Context: an optimization exercise on an open-source flow, tuned for small area, a short achievable clock period and few clock cycles per item. The choices shown serve that exercise and are no tape-out recipe. In this exercise RTL edits were held to simulation tests only and were not proved equivalent to the original. No activity file was given, so power comes from the tool's default toggle rates.

**flow/run.sh**
```bash
#!/bin/bash
# synth_recipe.tcl (not shown) runs the flow's synth.tcl, then flattens the netlist and writes it again
# the make line also repeats each setting of config.mk as NAME=value (left out here)
make -C /OpenROAD-flow-scripts/flow DESIGN_CONFIG=/design/flow/config.mk WORK_HOME=/design/flow/orfs CLKGATE_MAP_FILE= SYNTH_SCRIPT=/design/flow/synth_recipe.tcl finish
```
**flow/config.mk**
```make
export PLATFORM = sky130hd
export DESIGN_NAME = seq_mult_16bit
export DESIGN_NICKNAME = seq_mult_16bit
export VERILOG_FILES = /design/flow/design.v
export SDC_FILE = /design/flow/constraint.sdc
export NUM_CORES = 4
export LEC_CHECK = 0
export CAP_MARGIN = 20
export CORE_MARGIN = 2
export CORE_UTILIZATION = 40
export SLEW_MARGIN = 20
```
**flow/constraint.sdc**
```tcl
create_clock -name core_clock -period 4.5 [get_ports {clk}]
set_input_delay 0.9000 -clock core_clock [delete_from_list [all_inputs] [get_ports {clk}]]
set_output_delay 0.9000 -clock core_clock [all_outputs]
set_load 0.01 [all_outputs]
```
**flow/design.v**
```verilog
`timescale 1ns / 1ps
module seq_mult_16bit (
    input  wire         clk,
    input  wire         rst_n,
    input  wire         start,
    input  wire [15:0]  a_in,
    input  wire [15:0]  b_in,
    output wire [31:0]  p_out,
    output reg          done
);
    wire bo0;
    wire bt0;
    wire bn0;
    wire pp1;
    wire pp2;
    wire pp3;
    wire pp4;
    wire pp5;
    wire pp6;
    wire pp7;
    wire pp8;
    wire pp9;
    wire pp10;
    wire pp11;
    wire pp12;
    wire pp13;
    wire pp14;
    wire pp15;
    wire pp16;
    wire pp17;
    wire bo1;
    wire bt1;
    wire bn1;
    wire pp18;
    wire pp19;
    wire pp20;
    wire pp21;
    wire pp22;
    wire pp23;
    wire pp24;
    wire pp25;
    wire pp26;
    wire pp27;
    wire pp28;
    wire pp29;
    wire pp30;
    wire pp31;
    wire pp32;
    wire pp33;
    wire pp34;
    wire bo2;
    wire bt2;
    wire bn2;
    wire pp35;
    wire pp36;
    wire pp37;
    wire pp38;
    wire pp39;
    wire pp40;
    wire pp41;
    wire pp42;
    wire pp43;
    wire pp44;
    wire pp45;
    wire pp46;
    wire pp47;
    wire pp48;
    wire pp49;
    wire pp50;
    wire pp51;
    wire bo3;
    wire bt3;
    wire bn3;
    wire pp52;
    wire pp53;
    wire pp54;
    wire pp55;
    wire pp56;
    wire pp57;
    wire pp58;
    wire pp59;
    wire pp60;
    wire pp61;
    wire pp62;
    wire pp63;
    wire pp64;
    wire pp65;
    wire pp66;
    wire pp67;
    wire pp68;
    wire bo4;
    wire bt4;
    wire bn4;
    wire pp69;
    wire pp70;
    wire pp71;
    wire pp72;
    wire pp73;
    wire pp74;
    wire pp75;
    wire pp76;
    wire pp77;
    wire pp78;
    wire pp79;
    wire pp80;
    wire pp81;
    wire pp82;
    wire pp83;
    wire pp84;
    wire pp85;
    wire bo5;
    wire bt5;
    wire bn5;
    wire pp86;
    wire pp87;
    wire pp88;
    wire pp89;
    wire pp90;
    wire pp91;
    wire pp92;
    wire pp93;
    wire pp94;
    wire pp95;
    wire pp96;
    wire pp97;
    wire pp98;
    wire pp99;
    wire pp100;
    wire pp101;
    wire pp102;
    wire bo6;
    wire bt6;
    wire bn6;
    wire pp103;
    wire pp104;
    wire pp105;
    wire pp106;
    wire pp107;
    wire pp108;
    wire pp109;
    wire pp110;
    wire pp111;
    wire pp112;
    wire pp113;
    wire pp114;
    wire pp115;
    wire pp116;
    wire pp117;
    wire pp118;
    wire pp119;
    wire bo7;
    wire bt7;
    wire bn7;
    wire pp120;
    wire pp121;
    wire pp122;
    wire pp123;
    wire pp124;
    wire pp125;
    wire pp126;
    wire pp127;
    wire pp128;
    wire pp129;
    wire pp130;
    wire pp131;
    wire pp132;
    wire pp133;
    wire pp134;
    wire pp135;
    wire pp136;
    wire s137;
    wire c138;
    wire s139;
    wire c140;
    wire s141;
    wire c142;
    wire s143;
    wire c144;
    wire s145;
    wire c146;
    wire s147;
    wire c148;
    wire s149;
    wire c150;
    wire s151;
    wire c152;
    wire s153;
    wire c154;
    wire s155;
    wire c156;
    wire s157;
    wire c158;
    wire s159;
    wire c160;
    wire s161;
    wire c162;
    wire s163;
    wire c164;
    wire s165;
    wire c166;
    wire s167;
    wire c168;
    wire s169;
    wire c170;
    wire s171;
    wire c172;
    wire s173;
    wire c174;
    wire s175;
    wire c176;
    wire s177;
    wire c178;
    wire s179;
    wire c180;
    wire s181;
    wire c182;
    wire s183;
    wire c184;
    wire s185;
    wire c186;
    wire s187;
    wire c188;
    wire s189;
    wire c190;
    wire s191;
    wire c192;
    wire s193;
    wire c194;
    wire s195;
    wire c196;
    wire s197;
    wire c198;
    wire s199;
    wire c200;
    wire s201;
    wire c202;
    wire s203;
    wire c204;
    wire s205;
    wire c206;
    wire s207;
    wire c208;
    wire s209;
    wire c210;
    wire s211;
    wire c212;
    wire s213;
    wire c214;
    wire s215;
    wire c216;
    wire s217;
    wire c218;
    wire s219;
    wire c220;
    wire s221;
    wire c222;
    wire s223;
    wire c224;
    wire s225;
    wire c226;
    wire s227;
    wire c228;
    wire s229;
    wire c230;
    wire s231;
    wire c232;
    wire s233;
    wire c234;
    wire s235;
    wire c236;
    wire s237;
    wire c238;
    wire s239;
    wire c240;
    wire s241;
    wire c242;
    wire s243;
    wire c244;
    wire s245;
    wire c246;
    wire s247;
    wire c248;
    wire s249;
    wire c250;
    wire s251;
    wire c252;
    wire s253;
    wire c254;
    wire s255;
    wire c256;
    wire s257;
    wire c258;
    wire s259;
    wire c260;
    wire s261;
    wire c262;
    wire s263;
    wire c264;
    wire s265;
    wire c266;
    wire s267;
    wire c268;
    wire s269;
    wire c270;
    wire s271;
    wire c272;
    wire s273;
    wire c274;
    wire s275;
    wire c276;
    wire s277;
    wire c278;
    wire s279;
    wire c280;
    wire s281;
    wire c282;
    wire s283;
    wire c284;
    wire s285;
    wire c286;
    wire s287;
    wire c288;
    wire s289;
    wire c290;
    wire s291;
    wire c292;
    wire s293;
    wire c294;
    wire s295;
    wire c296;
    wire s297;
    wire c298;
    wire s299;
    wire c300;
    wire s301;
    wire c302;
    wire s303;
    wire c304;
    wire s305;
    wire c306;
    wire s307;
    wire c308;
    wire s309;
    wire c310;
    wire s311;
    wire c312;
    wire s313;
    wire c314;
    wire s315;
    wire c316;
    wire s317;
    wire c318;
    wire s319;
    wire c320;
    wire s321;
    wire c322;
    wire s323;
    wire c324;
    wire s325;
    wire c326;
    wire s327;
    wire c328;
    wire s329;
    wire c330;
    wire s331;
    wire c332;
    wire s333;
    wire c334;
    wire s335;
    wire c336;
    wire s337;
    wire c338;
    wire s339;
    wire c340;
    wire s341;
    wire c342;
    wire s343;
    wire c344;
    wire s345;
    wire c346;
    wire s347;
    wire c348;
    wire s349;
    wire c350;
    wire s351;
    wire c352;
    wire s353;
    wire c354;
    wire s355;
    wire c356;
    wire s357;
    wire c358;
    wire s359;
    wire c360;
    reg  [31:0] sx_r, sy_r;
    assign bo0 = b_in[0] ^ 1'b0;
    assign bt0 = (b_in[1] & ~b_in[0] & ~1'b0) | (~b_in[1] & b_in[0] & 1'b0);
    assign bn0 = b_in[1];
    assign pp1 = ((bo0 & a_in[0]) | (bt0 & 1'b0)) ^ bn0;
    assign pp2 = ((bo0 & a_in[1]) | (bt0 & a_in[0])) ^ bn0;
    assign pp3 = ((bo0 & a_in[2]) | (bt0 & a_in[1])) ^ bn0;
    assign pp4 = ((bo0 & a_in[3]) | (bt0 & a_in[2])) ^ bn0;
    assign pp5 = ((bo0 & a_in[4]) | (bt0 & a_in[3])) ^ bn0;
    assign pp6 = ((bo0 & a_in[5]) | (bt0 & a_in[4])) ^ bn0;
    assign pp7 = ((bo0 & a_in[6]) | (bt0 & a_in[5])) ^ bn0;
    assign pp8 = ((bo0 & a_in[7]) | (bt0 & a_in[6])) ^ bn0;
    assign pp9 = ((bo0 & a_in[8]) | (bt0 & a_in[7])) ^ bn0;
    assign pp10 = ((bo0 & a_in[9]) | (bt0 & a_in[8])) ^ bn0;
    assign pp11 = ((bo0 & a_in[10]) | (bt0 & a_in[9])) ^ bn0;
    assign pp12 = ((bo0 & a_in[11]) | (bt0 & a_in[10])) ^ bn0;
    assign pp13 = ((bo0 & a_in[12]) | (bt0 & a_in[11])) ^ bn0;
    assign pp14 = ((bo0 & a_in[13]) | (bt0 & a_in[12])) ^ bn0;
    assign pp15 = ((bo0 & a_in[14]) | (bt0 & a_in[13])) ^ bn0;
    assign pp16 = ((bo0 & a_in[15]) | (bt0 & a_in[14])) ^ bn0;
    assign pp17 = ~(((bo0 & a_in[15]) | (bt0 & a_in[15])) ^ bn0);
    assign bo1 = b_in[2] ^ b_in[1];
    assign bt1 = (b_in[3] & ~b_in[2] & ~b_in[1]) | (~b_in[3] & b_in[2] & b_in[1]);
    assign bn1 = b_in[3];
    assign pp18 = ((bo1 & a_in[0]) | (bt1 & 1'b0)) ^ bn1;
    assign pp19 = ((bo1 & a_in[1]) | (bt1 & a_in[0])) ^ bn1;
    assign pp20 = ((bo1 & a_in[2]) | (bt1 & a_in[1])) ^ bn1;
    assign pp21 = ((bo1 & a_in[3]) | (bt1 & a_in[2])) ^ bn1;
    assign pp22 = ((bo1 & a_in[4]) | (bt1 & a_in[3])) ^ bn1;
    assign pp23 = ((bo1 & a_in[5]) | (bt1 & a_in[4])) ^ bn1;
    assign pp24 = ((bo1 & a_in[6]) | (bt1 & a_in[5])) ^ bn1;
    assign pp25 = ((bo1 & a_in[7]) | (bt1 & a_in[6])) ^ bn1;
    assign pp26 = ((bo1 & a_in[8]) | (bt1 & a_in[7])) ^ bn1;
    assign pp27 = ((bo1 & a_in[9]) | (bt1 & a_in[8])) ^ bn1;
    assign pp28 = ((bo1 & a_in[10]) | (bt1 & a_in[9])) ^ bn1;
    assign pp29 = ((bo1 & a_in[11]) | (bt1 & a_in[10])) ^ bn1;
    assign pp30 = ((bo1 & a_in[12]) | (bt1 & a_in[11])) ^ bn1;
    assign pp31 = ((bo1 & a_in[13]) | (bt1 & a_in[12])) ^ bn1;
    assign pp32 = ((bo1 & a_in[14]) | (bt1 & a_in[13])) ^ bn1;
    assign pp33 = ((bo1 & a_in[15]) | (bt1 & a_in[14])) ^ bn1;
    assign pp34 = ~(((bo1 & a_in[15]) | (bt1 & a_in[15])) ^ bn1);
    assign bo2 = b_in[4] ^ b_in[3];
    assign bt2 = (b_in[5] & ~b_in[4] & ~b_in[3]) | (~b_in[5] & b_in[4] & b_in[3]);
    assign bn2 = b_in[5];
    assign pp35 = ((bo2 & a_in[0]) | (bt2 & 1'b0)) ^ bn2;
    assign pp36 = ((bo2 & a_in[1]) | (bt2 & a_in[0])) ^ bn2;
    assign pp37 = ((bo2 & a_in[2]) | (bt2 & a_in[1])) ^ bn2;
    assign pp38 = ((bo2 & a_in[3]) | (bt2 & a_in[2])) ^ bn2;
    assign pp39 = ((bo2 & a_in[4]) | (bt2 & a_in[3])) ^ bn2;
    assign pp40 = ((bo2 & a_in[5]) | (bt2 & a_in[4])) ^ bn2;
    assign pp41 = ((bo2 & a_in[6]) | (bt2 & a_in[5])) ^ bn2;
    assign pp42 = ((bo2 & a_in[7]) | (bt2 & a_in[6])) ^ bn2;
    assign pp43 = ((bo2 & a_in[8]) | (bt2 & a_in[7])) ^ bn2;
    assign pp44 = ((bo2 & a_in[9]) | (bt2 & a_in[8])) ^ bn2;
    assign pp45 = ((bo2 & a_in[10]) | (bt2 & a_in[9])) ^ bn2;
    assign pp46 = ((bo2 & a_in[11]) | (bt2 & a_in[10])) ^ bn2;
    assign pp47 = ((bo2 & a_in[12]) | (bt2 & a_in[11])) ^ bn2;
    assign pp48 = ((bo2 & a_in[13]) | (bt2 & a_in[12])) ^ bn2;
    assign pp49 = ((bo2 & a_in[14]) | (bt2 & a_in[13])) ^ bn2;
    assign pp50 = ((bo2 & a_in[15]) | (bt2 & a_in[14])) ^ bn2;
    assign pp51 = ~(((bo2 & a_in[15]) | (bt2 & a_in[15])) ^ bn2);
    assign bo3 = b_in[6] ^ b_in[5];
    assign bt3 = (b_in[7] & ~b_in[6] & ~b_in[5]) | (~b_in[7] & b_in[6] & b_in[5]);
    assign bn3 = b_in[7];
    assign pp52 = ((bo3 & a_in[0]) | (bt3 & 1'b0)) ^ bn3;
    assign pp53 = ((bo3 & a_in[1]) | (bt3 & a_in[0])) ^ bn3;
    assign pp54 = ((bo3 & a_in[2]) | (bt3 & a_in[1])) ^ bn3;
    assign pp55 = ((bo3 & a_in[3]) | (bt3 & a_in[2])) ^ bn3;
    assign pp56 = ((bo3 & a_in[4]) | (bt3 & a_in[3])) ^ bn3;
    assign pp57 = ((bo3 & a_in[5]) | (bt3 & a_in[4])) ^ bn3;
    assign pp58 = ((bo3 & a_in[6]) | (bt3 & a_in[5])) ^ bn3;
    assign pp59 = ((bo3 & a_in[7]) | (bt3 & a_in[6])) ^ bn3;
    assign pp60 = ((bo3 & a_in[8]) | (bt3 & a_in[7])) ^ bn3;
    assign pp61 = ((bo3 & a_in[9]) | (bt3 & a_in[8])) ^ bn3;
    assign pp62 = ((bo3 & a_in[10]) | (bt3 & a_in[9])) ^ bn3;
    assign pp63 = ((bo3 & a_in[11]) | (bt3 & a_in[10])) ^ bn3;
    assign pp64 = ((bo3 & a_in[12]) | (bt3 & a_in[11])) ^ bn3;
    assign pp65 = ((bo3 & a_in[13]) | (bt3 & a_in[12])) ^ bn3;
    assign pp66 = ((bo3 & a_in[14]) | (bt3 & a_in[13])) ^ bn3;
    assign pp67 = ((bo3 & a_in[15]) | (bt3 & a_in[14])) ^ bn3;
    assign pp68 = ~(((bo3 & a_in[15]) | (bt3 & a_in[15])) ^ bn3);
    assign bo4 = b_in[8] ^ b_in[7];
    assign bt4 = (b_in[9] & ~b_in[8] & ~b_in[7]) | (~b_in[9] & b_in[8] & b_in[7]);
    assign bn4 = b_in[9];
    assign pp69 = ((bo4 & a_in[0]) | (bt4 & 1'b0)) ^ bn4;
    assign pp70 = ((bo4 & a_in[1]) | (bt4 & a_in[0])) ^ bn4;
    assign pp71 = ((bo4 & a_in[2]) | (bt4 & a_in[1])) ^ bn4;
    assign pp72 = ((bo4 & a_in[3]) | (bt4 & a_in[2])) ^ bn4;
    assign pp73 = ((bo4 & a_in[4]) | (bt4 & a_in[3])) ^ bn4;
    assign pp74 = ((bo4 & a_in[5]) | (bt4 & a_in[4])) ^ bn4;
    assign pp75 = ((bo4 & a_in[6]) | (bt4 & a_in[5])) ^ bn4;
    assign pp76 = ((bo4 & a_in[7]) | (bt4 & a_in[6])) ^ bn4;
    assign pp77 = ((bo4 & a_in[8]) | (bt4 & a_in[7])) ^ bn4;
    assign pp78 = ((bo4 & a_in[9]) | (bt4 & a_in[8])) ^ bn4;
    assign pp79 = ((bo4 & a_in[10]) | (bt4 & a_in[9])) ^ bn4;
    assign pp80 = ((bo4 & a_in[11]) | (bt4 & a_in[10])) ^ bn4;
    assign pp81 = ((bo4 & a_in[12]) | (bt4 & a_in[11])) ^ bn4;
    assign pp82 = ((bo4 & a_in[13]) | (bt4 & a_in[12])) ^ bn4;
    assign pp83 = ((bo4 & a_in[14]) | (bt4 & a_in[13])) ^ bn4;
    assign pp84 = ((bo4 & a_in[15]) | (bt4 & a_in[14])) ^ bn4;
    assign pp85 = ~(((bo4 & a_in[15]) | (bt4 & a_in[15])) ^ bn4);
    assign bo5 = b_in[10] ^ b_in[9];
    assign bt5 = (b_in[11] & ~b_in[10] & ~b_in[9]) | (~b_in[11] & b_in[10] & b_in[9]);
    assign bn5 = b_in[11];
    assign pp86 = ((bo5 & a_in[0]) | (bt5 & 1'b0)) ^ bn5;
    assign pp87 = ((bo5 & a_in[1]) | (bt5 & a_in[0])) ^ bn5;
    assign pp88 = ((bo5 & a_in[2]) | (bt5 & a_in[1])) ^ bn5;
    assign pp89 = ((bo5 & a_in[3]) | (bt5 & a_in[2])) ^ bn5;
    assign pp90 = ((bo5 & a_in[4]) | (bt5 & a_in[3])) ^ bn5;
    assign pp91 = ((bo5 & a_in[5]) | (bt5 & a_in[4])) ^ bn5;
    assign pp92 = ((bo5 & a_in[6]) | (bt5 & a_in[5])) ^ bn5;
    assign pp93 = ((bo5 & a_in[7]) | (bt5 & a_in[6])) ^ bn5;
    assign pp94 = ((bo5 & a_in[8]) | (bt5 & a_in[7])) ^ bn5;
    assign pp95 = ((bo5 & a_in[9]) | (bt5 & a_in[8])) ^ bn5;
    assign pp96 = ((bo5 & a_in[10]) | (bt5 & a_in[9])) ^ bn5;
    assign pp97 = ((bo5 & a_in[11]) | (bt5 & a_in[10])) ^ bn5;
    assign pp98 = ((bo5 & a_in[12]) | (bt5 & a_in[11])) ^ bn5;
    assign pp99 = ((bo5 & a_in[13]) | (bt5 & a_in[12])) ^ bn5;
    assign pp100 = ((bo5 & a_in[14]) | (bt5 & a_in[13])) ^ bn5;
    assign pp101 = ((bo5 & a_in[15]) | (bt5 & a_in[14])) ^ bn5;
    assign pp102 = ~(((bo5 & a_in[15]) | (bt5 & a_in[15])) ^ bn5);
    assign bo6 = b_in[12] ^ b_in[11];
    assign bt6 = (b_in[13] & ~b_in[12] & ~b_in[11]) | (~b_in[13] & b_in[12] & b_in[11]);
    assign bn6 = b_in[13];
    assign pp103 = ((bo6 & a_in[0]) | (bt6 & 1'b0)) ^ bn6;
    assign pp104 = ((bo6 & a_in[1]) | (bt6 & a_in[0])) ^ bn6;
    assign pp105 = ((bo6 & a_in[2]) | (bt6 & a_in[1])) ^ bn6;
    assign pp106 = ((bo6 & a_in[3]) | (bt6 & a_in[2])) ^ bn6;
    assign pp107 = ((bo6 & a_in[4]) | (bt6 & a_in[3])) ^ bn6;
    assign pp108 = ((bo6 & a_in[5]) | (bt6 & a_in[4])) ^ bn6;
    assign pp109 = ((bo6 & a_in[6]) | (bt6 & a_in[5])) ^ bn6;
    assign pp110 = ((bo6 & a_in[7]) | (bt6 & a_in[6])) ^ bn6;
    assign pp111 = ((bo6 & a_in[8]) | (bt6 & a_in[7])) ^ bn6;
    assign pp112 = ((bo6 & a_in[9]) | (bt6 & a_in[8])) ^ bn6;
    assign pp113 = ((bo6 & a_in[10]) | (bt6 & a_in[9])) ^ bn6;
    assign pp114 = ((bo6 & a_in[11]) | (bt6 & a_in[10])) ^ bn6;
    assign pp115 = ((bo6 & a_in[12]) | (bt6 & a_in[11])) ^ bn6;
    assign pp116 = ((bo6 & a_in[13]) | (bt6 & a_in[12])) ^ bn6;
    assign pp117 = ((bo6 & a_in[14]) | (bt6 & a_in[13])) ^ bn6;
    assign pp118 = ((bo6 & a_in[15]) | (bt6 & a_in[14])) ^ bn6;
    assign pp119 = ~(((bo6 & a_in[15]) | (bt6 & a_in[15])) ^ bn6);
    assign bo7 = b_in[14] ^ b_in[13];
    assign bt7 = (b_in[15] & ~b_in[14] & ~b_in[13]) | (~b_in[15] & b_in[14] & b_in[13]);
    assign bn7 = b_in[15];
    assign pp120 = ((bo7 & a_in[0]) | (bt7 & 1'b0)) ^ bn7;
    assign pp121 = ((bo7 & a_in[1]) | (bt7 & a_in[0])) ^ bn7;
    assign pp122 = ((bo7 & a_in[2]) | (bt7 & a_in[1])) ^ bn7;
    assign pp123 = ((bo7 & a_in[3]) | (bt7 & a_in[2])) ^ bn7;
    assign pp124 = ((bo7 & a_in[4]) | (bt7 & a_in[3])) ^ bn7;
    assign pp125 = ((bo7 & a_in[5]) | (bt7 & a_in[4])) ^ bn7;
    assign pp126 = ((bo7 & a_in[6]) | (bt7 & a_in[5])) ^ bn7;
    assign pp127 = ((bo7 & a_in[7]) | (bt7 & a_in[6])) ^ bn7;
    assign pp128 = ((bo7 & a_in[8]) | (bt7 & a_in[7])) ^ bn7;
    assign pp129 = ((bo7 & a_in[9]) | (bt7 & a_in[8])) ^ bn7;
    assign pp130 = ((bo7 & a_in[10]) | (bt7 & a_in[9])) ^ bn7;
    assign pp131 = ((bo7 & a_in[11]) | (bt7 & a_in[10])) ^ bn7;
    assign pp132 = ((bo7 & a_in[12]) | (bt7 & a_in[11])) ^ bn7;
    assign pp133 = ((bo7 & a_in[13]) | (bt7 & a_in[12])) ^ bn7;
    assign pp134 = ((bo7 & a_in[14]) | (bt7 & a_in[13])) ^ bn7;
    assign pp135 = ((bo7 & a_in[15]) | (bt7 & a_in[14])) ^ bn7;
    assign pp136 = ~(((bo7 & a_in[15]) | (bt7 & a_in[15])) ^ bn7);
    assign s137 = bn1 ^ pp18;
    assign c138 = bn1 & pp18;
    assign s139 = pp19 ^ pp4;
    assign c140 = pp19 & pp4;
    assign s141 = bn2 ^ pp20 ^ pp35;
    assign c142 = (bn2 & pp20) | (pp35 & (bn2 ^ pp20));
    assign s143 = pp5 ^ c140;
    assign c144 = pp5 & c140;
    assign s145 = pp21 ^ pp36 ^ pp6;
    assign c146 = (pp21 & pp36) | (pp6 & (pp21 ^ pp36));
    assign s147 = c142 ^ c144;
    assign c148 = c142 & c144;
    assign s149 = bn3 ^ pp22 ^ pp37;
    assign c150 = (bn3 & pp22) | (pp37 & (bn3 ^ pp22));
    assign s151 = pp52 ^ pp7 ^ c146;
    assign c152 = (pp52 & pp7) | (c146 & (pp52 ^ pp7));
    assign s153 = s149 ^ c148;
    assign c154 = s149 & c148;
    assign s155 = pp23 ^ pp38 ^ pp53;
    assign c156 = (pp23 & pp38) | (pp53 & (pp23 ^ pp38));
    assign s157 = pp8 ^ c150 ^ s155;
    assign c158 = (pp8 & c150) | (s155 & (pp8 ^ c150));
    assign s159 = c152 ^ c154;
    assign c160 = c152 & c154;
    assign s161 = bn4 ^ pp24 ^ pp39;
    assign c162 = (bn4 & pp24) | (pp39 & (bn4 ^ pp24));
    assign s163 = pp54 ^ pp69 ^ pp9;
    assign c164 = (pp54 & pp69) | (pp9 & (pp54 ^ pp69));
    assign s165 = c156 ^ s161 ^ s163;
    assign c166 = (c156 & s161) | (s163 & (c156 ^ s161));
    assign s167 = c158 ^ s165;
    assign c168 = c158 & s165;
    assign s169 = pp10 ^ pp25 ^ pp40;
    assign c170 = (pp10 & pp25) | (pp40 & (pp10 ^ pp25));
    assign s171 = pp55 ^ pp70 ^ c162;
    assign c172 = (pp55 & pp70) | (c162 & (pp55 ^ pp70));
    assign s173 = c164 ^ s169 ^ c166;
    assign c174 = (c164 & s169) | (c166 & (c164 ^ s169));
    assign s175 = s171 ^ c168;
    assign c176 = s171 & c168;
    assign s177 = bn5 ^ pp11 ^ pp26;
    assign c178 = (bn5 & pp11) | (pp26 & (bn5 ^ pp11));
    assign s179 = pp41 ^ pp56 ^ pp71;
    assign c180 = (pp41 & pp56) | (pp71 & (pp41 ^ pp56));
    assign s181 = pp86 ^ c170 ^ s177;
    assign c182 = (pp86 & c170) | (s177 & (pp86 ^ c170));
    assign s183 = s179 ^ c172 ^ s181;
    assign c184 = (s179 & c172) | (s181 & (s179 ^ c172));
    assign s185 = c174 ^ c176;
    assign c186 = c174 & c176;
    assign s187 = pp12 ^ pp27 ^ pp42;
    assign c188 = (pp12 & pp27) | (pp42 & (pp12 ^ pp27));
    assign s189 = pp57 ^ pp72 ^ pp87;
    assign c190 = (pp57 & pp72) | (pp87 & (pp57 ^ pp72));
    assign s191 = c178 ^ c180 ^ s187;
    assign c192 = (c178 & c180) | (s187 & (c178 ^ c180));
    assign s193 = s189 ^ c182 ^ s191;
    assign c194 = (s189 & c182) | (s191 & (s189 ^ c182));
    assign s195 = c184 ^ s193;
    assign c196 = c184 & s193;
    assign s197 = bn6 ^ pp103 ^ pp13;
    assign c198 = (bn6 & pp103) | (pp13 & (bn6 ^ pp103));
    assign s199 = pp28 ^ pp43 ^ pp58;
    assign c200 = (pp28 & pp43) | (pp58 & (pp28 ^ pp43));
    assign s201 = pp73 ^ pp88 ^ c188;
    assign c202 = (pp73 & pp88) | (c188 & (pp73 ^ pp88));
    assign s203 = c190 ^ s197 ^ s199;
    assign c204 = (c190 & s197) | (s199 & (c190 ^ s197));
    assign s205 = c192 ^ s201 ^ s203;
    assign c206 = (c192 & s201) | (s203 & (c192 ^ s201));
    assign s207 = c194 ^ s205;
    assign c208 = c194 & s205;
    assign s209 = pp104 ^ pp14 ^ pp29;
    assign c210 = (pp104 & pp14) | (pp29 & (pp104 ^ pp14));
    assign s211 = pp44 ^ pp59 ^ pp74;
    assign c212 = (pp44 & pp59) | (pp74 & (pp44 ^ pp59));
    assign s213 = pp89 ^ c198 ^ c200;
    assign c214 = (pp89 & c198) | (c200 & (pp89 ^ c198));
    assign s215 = s209 ^ s211 ^ c202;
    assign c216 = (s209 & s211) | (c202 & (s209 ^ s211));
    assign s217 = c204 ^ s213 ^ s215;
    assign c218 = (c204 & s213) | (s215 & (c204 ^ s213));
    assign s219 = c206 ^ c208;
    assign c220 = c206 & c208;
    assign s221 = bn7 ^ pp105 ^ pp120;
    assign c222 = (bn7 & pp105) | (pp120 & (bn7 ^ pp105));
    assign s223 = pp15 ^ pp30 ^ pp45;
    assign c224 = (pp15 & pp30) | (pp45 & (pp15 ^ pp30));
    assign s225 = pp60 ^ pp75 ^ pp90;
    assign c226 = (pp60 & pp75) | (pp90 & (pp60 ^ pp75));
    assign s227 = c210 ^ c212 ^ s221;
    assign c228 = (c210 & c212) | (s221 & (c210 ^ c212));
    assign s229 = s223 ^ s225 ^ c214;
    assign c230 = (s223 & s225) | (c214 & (s223 ^ s225));
    assign s231 = s227 ^ c216 ^ s229;
    assign c232 = (s227 & c216) | (s229 & (s227 ^ c216));
    assign s233 = c218 ^ s231;
    assign c234 = c218 & s231;
    assign s235 = pp106 ^ pp121 ^ pp16;
    assign c236 = (pp106 & pp121) | (pp16 & (pp106 ^ pp121));
    assign s237 = pp31 ^ pp46 ^ pp61;
    assign c238 = (pp31 & pp46) | (pp61 & (pp31 ^ pp46));
    assign s239 = pp76 ^ pp91 ^ c222;
    assign c240 = (pp76 & pp91) | (c222 & (pp76 ^ pp91));
    assign s241 = c224 ^ c226 ^ s235;
    assign c242 = (c224 & c226) | (s235 & (c224 ^ c226));
    assign s243 = s237 ^ c228 ^ s239;
    assign c244 = (s237 & c228) | (s239 & (s237 ^ c228));
    assign s245 = s241 ^ c230 ^ s243;
    assign c246 = (s241 & c230) | (s243 & (s241 ^ c230));
    assign s247 = c232 ^ s245;
    assign c248 = c232 & s245;
    assign s249 = 1'b1 ^ pp107 ^ pp122;
    assign c250 = (1'b1 & pp107) | (pp122 & (1'b1 ^ pp107));
    assign s251 = pp17 ^ pp32 ^ pp47;
    assign c252 = (pp17 & pp32) | (pp47 & (pp17 ^ pp32));
    assign s253 = pp62 ^ pp77 ^ pp92;
    assign c254 = (pp62 & pp77) | (pp92 & (pp62 ^ pp77));
    assign s255 = c236 ^ c238 ^ s249;
    assign c256 = (c236 & c238) | (s249 & (c236 ^ c238));
    assign s257 = s251 ^ s253 ^ c240;
    assign c258 = (s251 & s253) | (c240 & (s251 ^ s253));
    assign s259 = c242 ^ s255 ^ c244;
    assign c260 = (c242 & s255) | (c244 & (c242 ^ s255));
    assign s261 = s257 ^ c246 ^ s259;
    assign c262 = (s257 & c246) | (s259 & (s257 ^ c246));
    assign s263 = 1'b1 ^ pp108 ^ pp123;
    assign c264 = (1'b1 & pp108) | (pp123 & (1'b1 ^ pp108));
    assign s265 = pp33 ^ pp48 ^ pp63;
    assign c266 = (pp33 & pp48) | (pp63 & (pp33 ^ pp48));
    assign s267 = pp78 ^ pp93 ^ c250;
    assign c268 = (pp78 & pp93) | (c250 & (pp78 ^ pp93));
    assign s269 = c252 ^ c254 ^ s263;
    assign c270 = (c252 & c254) | (s263 & (c252 ^ c254));
    assign s271 = s265 ^ c256 ^ s267;
    assign c272 = (s265 & c256) | (s267 & (s265 ^ c256));
    assign s273 = s269 ^ c258 ^ s271;
    assign c274 = (s269 & c258) | (s271 & (s269 ^ c258));
    assign s275 = c260 ^ s273;
    assign c276 = c260 & s273;
    assign s277 = pp109 ^ pp124 ^ pp34;
    assign c278 = (pp109 & pp124) | (pp34 & (pp109 ^ pp124));
    assign s279 = pp49 ^ pp64 ^ pp79;
    assign c280 = (pp49 & pp64) | (pp79 & (pp49 ^ pp64));
    assign s281 = pp94 ^ c264 ^ c266;
    assign c282 = (pp94 & c264) | (c266 & (pp94 ^ c264));
    assign s283 = s277 ^ s279 ^ c268;
    assign c284 = (s277 & s279) | (c268 & (s277 ^ s279));
    assign s285 = c270 ^ s281 ^ c272;
    assign c286 = (c270 & s281) | (c272 & (c270 ^ s281));
    assign s287 = s283 ^ c274 ^ s285;
    assign c288 = (s283 & c274) | (s285 & (s283 ^ c274));
    assign s289 = 1'b1 ^ pp110 ^ pp125;
    assign c290 = (1'b1 & pp110) | (pp125 & (1'b1 ^ pp110));
    assign s291 = pp50 ^ pp65 ^ pp80;
    assign c292 = (pp50 & pp65) | (pp80 & (pp50 ^ pp65));
    assign s293 = pp95 ^ c278 ^ c280;
    assign c294 = (pp95 & c278) | (c280 & (pp95 ^ c278));
    assign s295 = s289 ^ s291 ^ c282;
    assign c296 = (s289 & s291) | (c282 & (s289 ^ s291));
    assign s297 = s293 ^ c284 ^ s295;
    assign c298 = (s293 & c284) | (s295 & (s293 ^ c284));
    assign s299 = c286 ^ s297;
    assign c300 = c286 & s297;
    assign s301 = pp111 ^ pp126 ^ pp51;
    assign c302 = (pp111 & pp126) | (pp51 & (pp111 ^ pp126));
    assign s303 = pp66 ^ pp81 ^ pp96;
    assign c304 = (pp66 & pp81) | (pp96 & (pp66 ^ pp81));
    assign s305 = c290 ^ c292 ^ s301;
    assign c306 = (c290 & c292) | (s301 & (c290 ^ c292));
    assign s307 = s303 ^ c294 ^ s305;
    assign c308 = (s303 & c294) | (s305 & (s303 ^ c294));
    assign s309 = c296 ^ s307 ^ c298;
    assign c310 = (c296 & s307) | (c298 & (c296 ^ s307));
    assign s311 = 1'b1 ^ pp112 ^ pp127;
    assign c312 = (1'b1 & pp112) | (pp127 & (1'b1 ^ pp112));
    assign s313 = pp67 ^ pp82 ^ pp97;
    assign c314 = (pp67 & pp82) | (pp97 & (pp67 ^ pp82));
    assign s315 = c302 ^ c304 ^ s311;
    assign c316 = (c302 & c304) | (s311 & (c302 ^ c304));
    assign s317 = s313 ^ c306 ^ s315;
    assign c318 = (s313 & c306) | (s315 & (s313 ^ c306));
    assign s319 = c308 ^ s317;
    assign c320 = c308 & s317;
    assign s321 = pp113 ^ pp128 ^ pp68;
    assign c322 = (pp113 & pp128) | (pp68 & (pp113 ^ pp128));
    assign s323 = pp83 ^ pp98 ^ c312;
    assign c324 = (pp83 & pp98) | (c312 & (pp83 ^ pp98));
    assign s325 = c314 ^ s321 ^ c316;
    assign c326 = (c314 & s321) | (c316 & (c314 ^ s321));
    assign s327 = s323 ^ c318 ^ s325;
    assign c328 = (s323 & c318) | (s325 & (s323 ^ c318));
    assign s329 = 1'b1 ^ pp114 ^ pp129;
    assign c330 = (1'b1 & pp114) | (pp129 & (1'b1 ^ pp114));
    assign s331 = pp84 ^ pp99 ^ c322;
    assign c332 = (pp84 & pp99) | (c322 & (pp84 ^ pp99));
    assign s333 = s329 ^ c324 ^ s331;
    assign c334 = (s329 & c324) | (s331 & (s329 ^ c324));
    assign s335 = c326 ^ s333;
    assign c336 = c326 & s333;
    assign s337 = pp100 ^ pp115 ^ pp130;
    assign c338 = (pp100 & pp115) | (pp130 & (pp100 ^ pp115));
    assign s339 = pp85 ^ c330 ^ s337;
    assign c340 = (pp85 & c330) | (s337 & (pp85 ^ c330));
    assign s341 = c332 ^ s339 ^ c334;
    assign c342 = (c332 & s339) | (c334 & (c332 ^ s339));
    assign s343 = 1'b1 ^ pp101 ^ pp116;
    assign c344 = (1'b1 & pp101) | (pp116 & (1'b1 ^ pp101));
    assign s345 = pp131 ^ c338 ^ s343;
    assign c346 = (pp131 & c338) | (s343 & (pp131 ^ c338));
    assign s347 = c340 ^ s345;
    assign c348 = c340 & s345;
    assign s349 = pp102 ^ pp117 ^ pp132;
    assign c350 = (pp102 & pp117) | (pp132 & (pp102 ^ pp117));
    assign s351 = c344 ^ s349 ^ c346;
    assign c352 = (c344 & s349) | (c346 & (c344 ^ s349));
    assign s353 = 1'b1 ^ pp118 ^ pp133;
    assign c354 = (1'b1 & pp118) | (pp133 & (1'b1 ^ pp118));
    assign s355 = c350 ^ s353;
    assign c356 = c350 & s353;
    assign s357 = pp119 ^ pp134 ^ c354;
    assign c358 = (pp119 & pp134) | (c354 & (pp119 ^ pp134));
    assign s359 = 1'b1 ^ pp135;
    assign c360 = 1'b1 & pp135;
    wire [31:0] sx_d, sy_d;
    assign sx_d = {1'b1, pp136, s359, c356, s355, c348, s347, c336, s335, c320, s319, c300, s299, c276, c262, c248, c234, c220, s217, c196, c186, s183, s173, c160, s157, s151, s145, s141, c138, pp3, pp2, bn0};
    assign sy_d = {1'b0, c360, c358, s357, c352, s351, c342, s341, c328, s327, c310, s309, c288, s287, s275, s261, s247, s233, s219, s207, s195, s185, s175, s167, s159, s153, s147, s143, s139, s137, 1'b0, pp1};
    always @(posedge clk) begin
        sx_r <= sx_d;
        sy_r <= sy_d;
    end
    wire [31:0] g0, p0, sum;
    assign g0 = sx_r & sy_r;
    assign p0 = sx_r ^ sy_r;
    wire gg1;
    wire pp_1;
    wire gg2;
    wire pp_2;
    wire gg3;
    wire pp_3;
    wire gg4;
    wire pp_4;
    wire gg5;
    wire pp_5;
    wire gg6;
    wire pp_6;
    wire gg7;
    wire pp_7;
    wire gg8;
    wire pp_8;
    wire gg9;
    wire pp_9;
    wire gg10;
    wire pp_10;
    wire gg11;
    wire pp_11;
    wire gg12;
    wire pp_12;
    wire gg13;
    wire pp_13;
    wire gg14;
    wire pp_14;
    wire gg15;
    wire pp_15;
    wire gg16;
    wire pp_16;
    wire gg17;
    wire pp_17;
    wire gg18;
    wire pp_18;
    wire gg19;
    wire pp_19;
    wire gg20;
    wire pp_20;
    wire gg21;
    wire pp_21;
    wire gg22;
    wire pp_22;
    wire gg23;
    wire pp_23;
    wire gg24;
    wire pp_24;
    wire gg25;
    wire pp_25;
    wire gg26;
    wire pp_26;
    wire gg27;
    wire pp_27;
    wire gg28;
    wire pp_28;
    wire gg29;
    wire pp_29;
    wire gg30;
    wire pp_30;
    wire gg31;
    wire pp_31;
    wire gg32;
    wire pp_32;
    wire gg33;
    wire pp_33;
    wire gg34;
    wire pp_34;
    wire gg35;
    wire pp_35;
    wire gg36;
    wire pp_36;
    wire gg37;
    wire pp_37;
    wire gg38;
    wire pp_38;
    wire gg39;
    wire pp_39;
    wire gg40;
    wire pp_40;
    wire gg41;
    wire pp_41;
    wire gg42;
    wire pp_42;
    wire gg43;
    wire pp_43;
    wire gg44;
    wire pp_44;
    wire gg45;
    wire pp_45;
    wire gg46;
    wire pp_46;
    wire gg47;
    wire pp_47;
    wire gg48;
    wire pp_48;
    wire gg49;
    wire pp_49;
    wire gg50;
    wire pp_50;
    wire gg51;
    wire pp_51;
    wire gg52;
    wire pp_52;
    wire gg53;
    wire pp_53;
    wire gg54;
    wire pp_54;
    wire gg55;
    wire pp_55;
    wire gg56;
    wire pp_56;
    wire gg57;
    wire pp_57;
    assign gg1 = g0[1] | (p0[1] & g0[0]);
    assign pp_1 = p0[1] & p0[0];
    assign gg2 = g0[3] | (p0[3] & g0[2]);
    assign pp_2 = p0[3] & p0[2];
    assign gg3 = g0[5] | (p0[5] & g0[4]);
    assign pp_3 = p0[5] & p0[4];
    assign gg4 = g0[7] | (p0[7] & g0[6]);
    assign pp_4 = p0[7] & p0[6];
    assign gg5 = g0[9] | (p0[9] & g0[8]);
    assign pp_5 = p0[9] & p0[8];
    assign gg6 = g0[11] | (p0[11] & g0[10]);
    assign pp_6 = p0[11] & p0[10];
    assign gg7 = g0[13] | (p0[13] & g0[12]);
    assign pp_7 = p0[13] & p0[12];
    assign gg8 = g0[15] | (p0[15] & g0[14]);
    assign pp_8 = p0[15] & p0[14];
    assign gg9 = g0[17] | (p0[17] & g0[16]);
    assign pp_9 = p0[17] & p0[16];
    assign gg10 = g0[19] | (p0[19] & g0[18]);
    assign pp_10 = p0[19] & p0[18];
    assign gg11 = g0[21] | (p0[21] & g0[20]);
    assign pp_11 = p0[21] & p0[20];
    assign gg12 = g0[23] | (p0[23] & g0[22]);
    assign pp_12 = p0[23] & p0[22];
    assign gg13 = g0[25] | (p0[25] & g0[24]);
    assign pp_13 = p0[25] & p0[24];
    assign gg14 = g0[27] | (p0[27] & g0[26]);
    assign pp_14 = p0[27] & p0[26];
    assign gg15 = g0[29] | (p0[29] & g0[28]);
    assign pp_15 = p0[29] & p0[28];
    assign gg16 = g0[31] | (p0[31] & g0[30]);
    assign pp_16 = p0[31] & p0[30];
    assign gg17 = gg2 | (pp_2 & gg1);
    assign pp_17 = pp_2 & pp_1;
    assign gg18 = gg4 | (pp_4 & gg3);
    assign pp_18 = pp_4 & pp_3;
    assign gg19 = gg6 | (pp_6 & gg5);
    assign pp_19 = pp_6 & pp_5;
    assign gg20 = gg8 | (pp_8 & gg7);
    assign pp_20 = pp_8 & pp_7;
    assign gg21 = gg10 | (pp_10 & gg9);
    assign pp_21 = pp_10 & pp_9;
    assign gg22 = gg12 | (pp_12 & gg11);
    assign pp_22 = pp_12 & pp_11;
    assign gg23 = gg14 | (pp_14 & gg13);
    assign pp_23 = pp_14 & pp_13;
    assign gg24 = gg16 | (pp_16 & gg15);
    assign pp_24 = pp_16 & pp_15;
    assign gg25 = gg18 | (pp_18 & gg17);
    assign pp_25 = pp_18 & pp_17;
    assign gg26 = gg20 | (pp_20 & gg19);
    assign pp_26 = pp_20 & pp_19;
    assign gg27 = gg22 | (pp_22 & gg21);
    assign pp_27 = pp_22 & pp_21;
    assign gg28 = gg24 | (pp_24 & gg23);
    assign pp_28 = pp_24 & pp_23;
    assign gg29 = gg26 | (pp_26 & gg25);
    assign pp_29 = pp_26 & pp_25;
    assign gg30 = gg28 | (pp_28 & gg27);
    assign pp_30 = pp_28 & pp_27;
    assign gg31 = gg30 | (pp_30 & gg29);
    assign pp_31 = pp_30 & pp_29;
    assign gg32 = gg27 | (pp_27 & gg29);
    assign pp_32 = pp_27 & pp_29;
    assign gg33 = gg19 | (pp_19 & gg25);
    assign pp_33 = pp_19 & pp_25;
    assign gg34 = gg21 | (pp_21 & gg29);
    assign pp_34 = pp_21 & pp_29;
    assign gg35 = gg23 | (pp_23 & gg32);
    assign pp_35 = pp_23 & pp_32;
    assign gg36 = gg3 | (pp_3 & gg17);
    assign pp_36 = pp_3 & pp_17;
    assign gg37 = gg5 | (pp_5 & gg25);
    assign pp_37 = pp_5 & pp_25;
    assign gg38 = gg7 | (pp_7 & gg33);
    assign pp_38 = pp_7 & pp_33;
    assign gg39 = gg9 | (pp_9 & gg29);
    assign pp_39 = pp_9 & pp_29;
    assign gg40 = gg11 | (pp_11 & gg34);
    assign pp_40 = pp_11 & pp_34;
    assign gg41 = gg13 | (pp_13 & gg32);
    assign pp_41 = pp_13 & pp_32;
    assign gg42 = gg15 | (pp_15 & gg35);
    assign pp_42 = pp_15 & pp_35;
    assign gg43 = g0[2] | (p0[2] & gg1);
    assign pp_43 = p0[2] & pp_1;
    assign gg44 = g0[4] | (p0[4] & gg17);
    assign pp_44 = p0[4] & pp_17;
    assign gg45 = g0[6] | (p0[6] & gg36);
    assign pp_45 = p0[6] & pp_36;
    assign gg46 = g0[8] | (p0[8] & gg25);
    assign pp_46 = p0[8] & pp_25;
    assign gg47 = g0[10] | (p0[10] & gg37);
    assign pp_47 = p0[10] & pp_37;
    assign gg48 = g0[12] | (p0[12] & gg33);
    assign pp_48 = p0[12] & pp_33;
    assign gg49 = g0[14] | (p0[14] & gg38);
    assign pp_49 = p0[14] & pp_38;
    assign gg50 = g0[16] | (p0[16] & gg29);
    assign pp_50 = p0[16] & pp_29;
    assign gg51 = g0[18] | (p0[18] & gg39);
    assign pp_51 = p0[18] & pp_39;
    assign gg52 = g0[20] | (p0[20] & gg34);
    assign pp_52 = p0[20] & pp_34;
    assign gg53 = g0[22] | (p0[22] & gg40);
    assign pp_53 = p0[22] & pp_40;
    assign gg54 = g0[24] | (p0[24] & gg32);
    assign pp_54 = p0[24] & pp_32;
    assign gg55 = g0[26] | (p0[26] & gg41);
    assign pp_55 = p0[26] & pp_41;
    assign gg56 = g0[28] | (p0[28] & gg35);
    assign pp_56 = p0[28] & pp_35;
    assign gg57 = g0[30] | (p0[30] & gg42);
    assign pp_57 = p0[30] & pp_42;
    assign sum[0] = p0[0] ^ 1'b0;
    assign sum[1] = p0[1] ^ g0[0];
    assign sum[2] = p0[2] ^ gg1;
    assign sum[3] = p0[3] ^ gg43;
    assign sum[4] = p0[4] ^ gg17;
    assign sum[5] = p0[5] ^ gg44;
    assign sum[6] = p0[6] ^ gg36;
    assign sum[7] = p0[7] ^ gg45;
    assign sum[8] = p0[8] ^ gg25;
    assign sum[9] = p0[9] ^ gg46;
    assign sum[10] = p0[10] ^ gg37;
    assign sum[11] = p0[11] ^ gg47;
    assign sum[12] = p0[12] ^ gg33;
    assign sum[13] = p0[13] ^ gg48;
    assign sum[14] = p0[14] ^ gg38;
    assign sum[15] = p0[15] ^ gg49;
    assign sum[16] = p0[16] ^ gg29;
    assign sum[17] = p0[17] ^ gg50;
    assign sum[18] = p0[18] ^ gg39;
    assign sum[19] = p0[19] ^ gg51;
    assign sum[20] = p0[20] ^ gg34;
    assign sum[21] = p0[21] ^ gg52;
    assign sum[22] = p0[22] ^ gg40;
    assign sum[23] = p0[23] ^ gg53;
    assign sum[24] = p0[24] ^ gg32;
    assign sum[25] = p0[25] ^ gg54;
    assign sum[26] = p0[26] ^ gg41;
    assign sum[27] = p0[27] ^ gg55;
    assign sum[28] = p0[28] ^ gg35;
    assign sum[29] = p0[29] ^ gg56;
    assign sum[30] = p0[30] ^ gg42;
    assign sum[31] = p0[31] ^ gg57;
    assign p_out = sum;
    always @(posedge clk or negedge rst_n) begin
        if (!rst_n) done <= 1'b0;
        else        done <= start;
    end
endmodule
```
==> notes.md <==
cell type report:
class	instances	area share, %
Multi-Input combinational cell	960	63.92
Sequential cell	62	10.64
Inverter	126	4.039
Tap cell	324	3.462
Clock buffer	11	2.073
Clock inverter	5	0.5022
Timing Repair Buffer	197	15.36
cells in the mapped netlist, drive strengths merged, types with 24 or more instances:
cell type,n
o22ai,47
clkbuf,87
nor2,68
o221ai,24
inv,122
fa,96
o21ai,84
maj3,36
dfxtp,61
a21oi,141
ha,57
xor2,31
a211oi,29
nor2b,24
nand2,135
a22oi,58
buf,62
flip-flops by register name, summed over array words and instances, names as in the netlist:
signal / flops
sx_r: 31
sy_r: 30
done: 1
per-stage QoR:
| step | setup slack, ps | setup TNS [ps] |
|---|---|---|
| floorplan | 327.3 | 0 |
| global placement | -68.91 | -244.6 |
| detailed placement | -123.7 | -750.4 |
| CTS | 98.91 | 0 |
| global route | 2.776 | 0 |
| finish | 199.5 | 0 |
routing by layer:
metal	GRT usage (%)	vias to the layer above
met5	0	-
met4	5.160	0
met3	2.557	26
met2	34.78	398
met1	35.21	4591
li1	-	4626
power by group:
group	internal [mW]	leakage, nW	switching [mW]
sequential	0.796	0.524	0.116
clock	0.443	0.142	0.238
combinational	1.86	4.29	1.94
worst max-delay path: cells and delay by family:
| kind | cells | cell delay (ps) |
|---|---|---|
| adder cells (fa/ha/maj) | 5 | 1970 |
| AND/OR/NAND/NOR | 1 | 260 |
| AO/OA/AOI/OAI | 2 | 330 |
| XOR/XNOR | 1 | 140 |
| buffers and inverters | 4 | 910 |
worst paths after layout:
check	endpoint	slack (ps)	cells past startpoint
max in group asynchronous	done	3690	1
min in group core_clock	sx_r[0]	1020	2
max	sy_r[17]	200	13
min	done	720	1
repair_timing:
action	4_1_cts	5_1_grt
resized for setup	0	3
endpoints found under the setup margin	0	4
setup buffers	0	0
cell families (layout without fill, tap and decap cells):
group | after synthesis | count (layout) | share of synthesized area (%)
compound gates | 448 | 448 | 29.12
xor+xnor | 44 | 44 | 3.928
fa+ha+maj | 189 | 189 | 30.53
buf+inv | 275 | 339 | 11.07
flops | 62 | 62 | 12.70
mux | 3 | 3 | 0.3316
simple gates | 276 | 276 | 12.32
==> flow_metrics.tcl <==
set metrics [dict create \
    fp.dieW_um 160.6 \
    antenna_found_initial 0 \
    drtIter0Drc 909 \
    hpwlAfterDp_um 23260 \
    power_density_nw_per_um2 460.8 \
    vias 9641 \
    wl_met1_um 14400 \
    min_period_over_period_pct 95.57 \
    arrival_ps 4510 \
    highest_layer "met4" \
    pin_count 68 \
    fin_crit_ps 4301 \
    stdcell_area_um2 11710 \
    port_buffers 67 \
    slew_violations 0 \
    fill_cells 2353 \
    syn-cell-area_um2 9811 \
    wl_per_cell_um 17.60 \
    dp.cells 1669 \
    cts_made_buffers 9 \
    start_util_pct 40.58 \
    die_area_um2 25800 \
    dr_wl_met3_um 1949 \
    worst_setup_path_start_kind "input port" \
    met2WireLength_um 12860 \
    core_um2 24180 \
    synth.avg_cell_area_um2 7.564 \
    rows 57 \
    cts_buffer_depth 2 \
    crit_start "b_in[2]" \
    grtUsageTotal_pct 23.02 \
    wirelength_um 29660 \
    crit_required_ps 4710 \
    yosysWarnings 1 \
    min-delay-path-class "input port to async pin" \
    root_buffer "clkbuf_16" \
    worst_slew_pin_slew_ps 664.5 \
    crit_path_end_kind "register" \
    fin_hold_ws_ps 716.1 \
    synthCells 1297 \
    dr.pass1.iters 6 \
    hold_violations 0 \
    htree_levels 3 \
    synth_top_area_share_pct 19.59 \
    crit_slowest_cell "clkdlybuf4s50_1" \
    layout_commonest_cell "a21oi_1" \
    grt_pass1_wl_um 47840 \
    cts_tree "done" \
    max_freq_mhz 232.5 \
    final_cells 1685 \
    max_stage_delay_ps 670 \
    grt_max_degree 89 \
    ff_latch_area_um2 1246 \
    ant_nets 0 \
    area_growth_pct 19.36 \
    post-synth-top-area-cell "fa_1" \
    p_leak_nw 4.952 \
    final_util_pct 48.43 \
    multi_input_area_um2 7485 \
    nets 1544 \
    n_antenna_cell 0 \
    cp_max_fo 10 \
    worstPathCellList "clkdlybuf4s50_1, xor2_1, and2_1, a22oi_1, o21ai_0, fa_1, fa_1, inv_1, fa_1, inv_1, fa_1, inv_1, ha_1" \
    holdBufCountCts 0 \
    ys.flop_type "dfxtp_1" \
    syn_nets 1485 \
    mostFrequentLayoutCells "a21oi_1, nand2_1, inv_1" \
    cts_sinks 62 \
    slew_headroom_pct 55.70 \
    grt_pass1_vias 8712 \
    drive_above_1_share_pct 11.83 \
    ys_top_cells_by_area "fa_1, dfxtp_1, ha_1" \
    cp_common_cell "fa_1" \
    clk_pin_slew_ps 50 \
    finalPower_mw 5.396 \
    drcViolationCount 0 \
    status "complete, no violations" \
    rsz0062_at_grt "false" \
    die_h_um 160.6 \
    finalSetupViolCount 0 \
    path_class "input port to register" \
    placed_cell_area_um2 11400 \
    avgViaCountPerCell 5.722 \
    synthDistinctLibCells 54 \
    synth_edf_count 0 \
    vdd_ir_drop_max_uv 425.5 \
    gr-total-overflow 0 \
    synth_seq_cells 62 \
    maxCapViolCount 0 \
    routabilityCongestion 0.9364 \
    ys_seq_area_share_pct 12.70 \
    ys_async_sr_fraction_pct 1.613 \
]
Testbench counts, summed over its fixed seeds: cycles 2,400, items 2,400.

## what the ideal ports hide
Ports are ideal in the flow. The routed layout listed here was re-timed in OpenROAD. Step 1, drivers: a clkbuf_16 drives clk and a buf_2 each remaining input, both assumed. Step 2 moves the port delays by t, midway between the first and last clock arrival at a register: inputs arrive t later, outputs are due t later. That takes back most of the time a late clock gives input paths. Three values: ideal, step 1, step 2; two values: the first two.
t, ns: 0.361
setup WS [ns]: 0.199 / 0.192 / -0.144
worst register clock-pin slew, ns: 0.06 / 0.06
Met with ideal ports but missed after step 2: setup timing in this run. For this run, drivers alone change the setup slack by -0.007 ns; drivers and shift together by -0.343 ns.
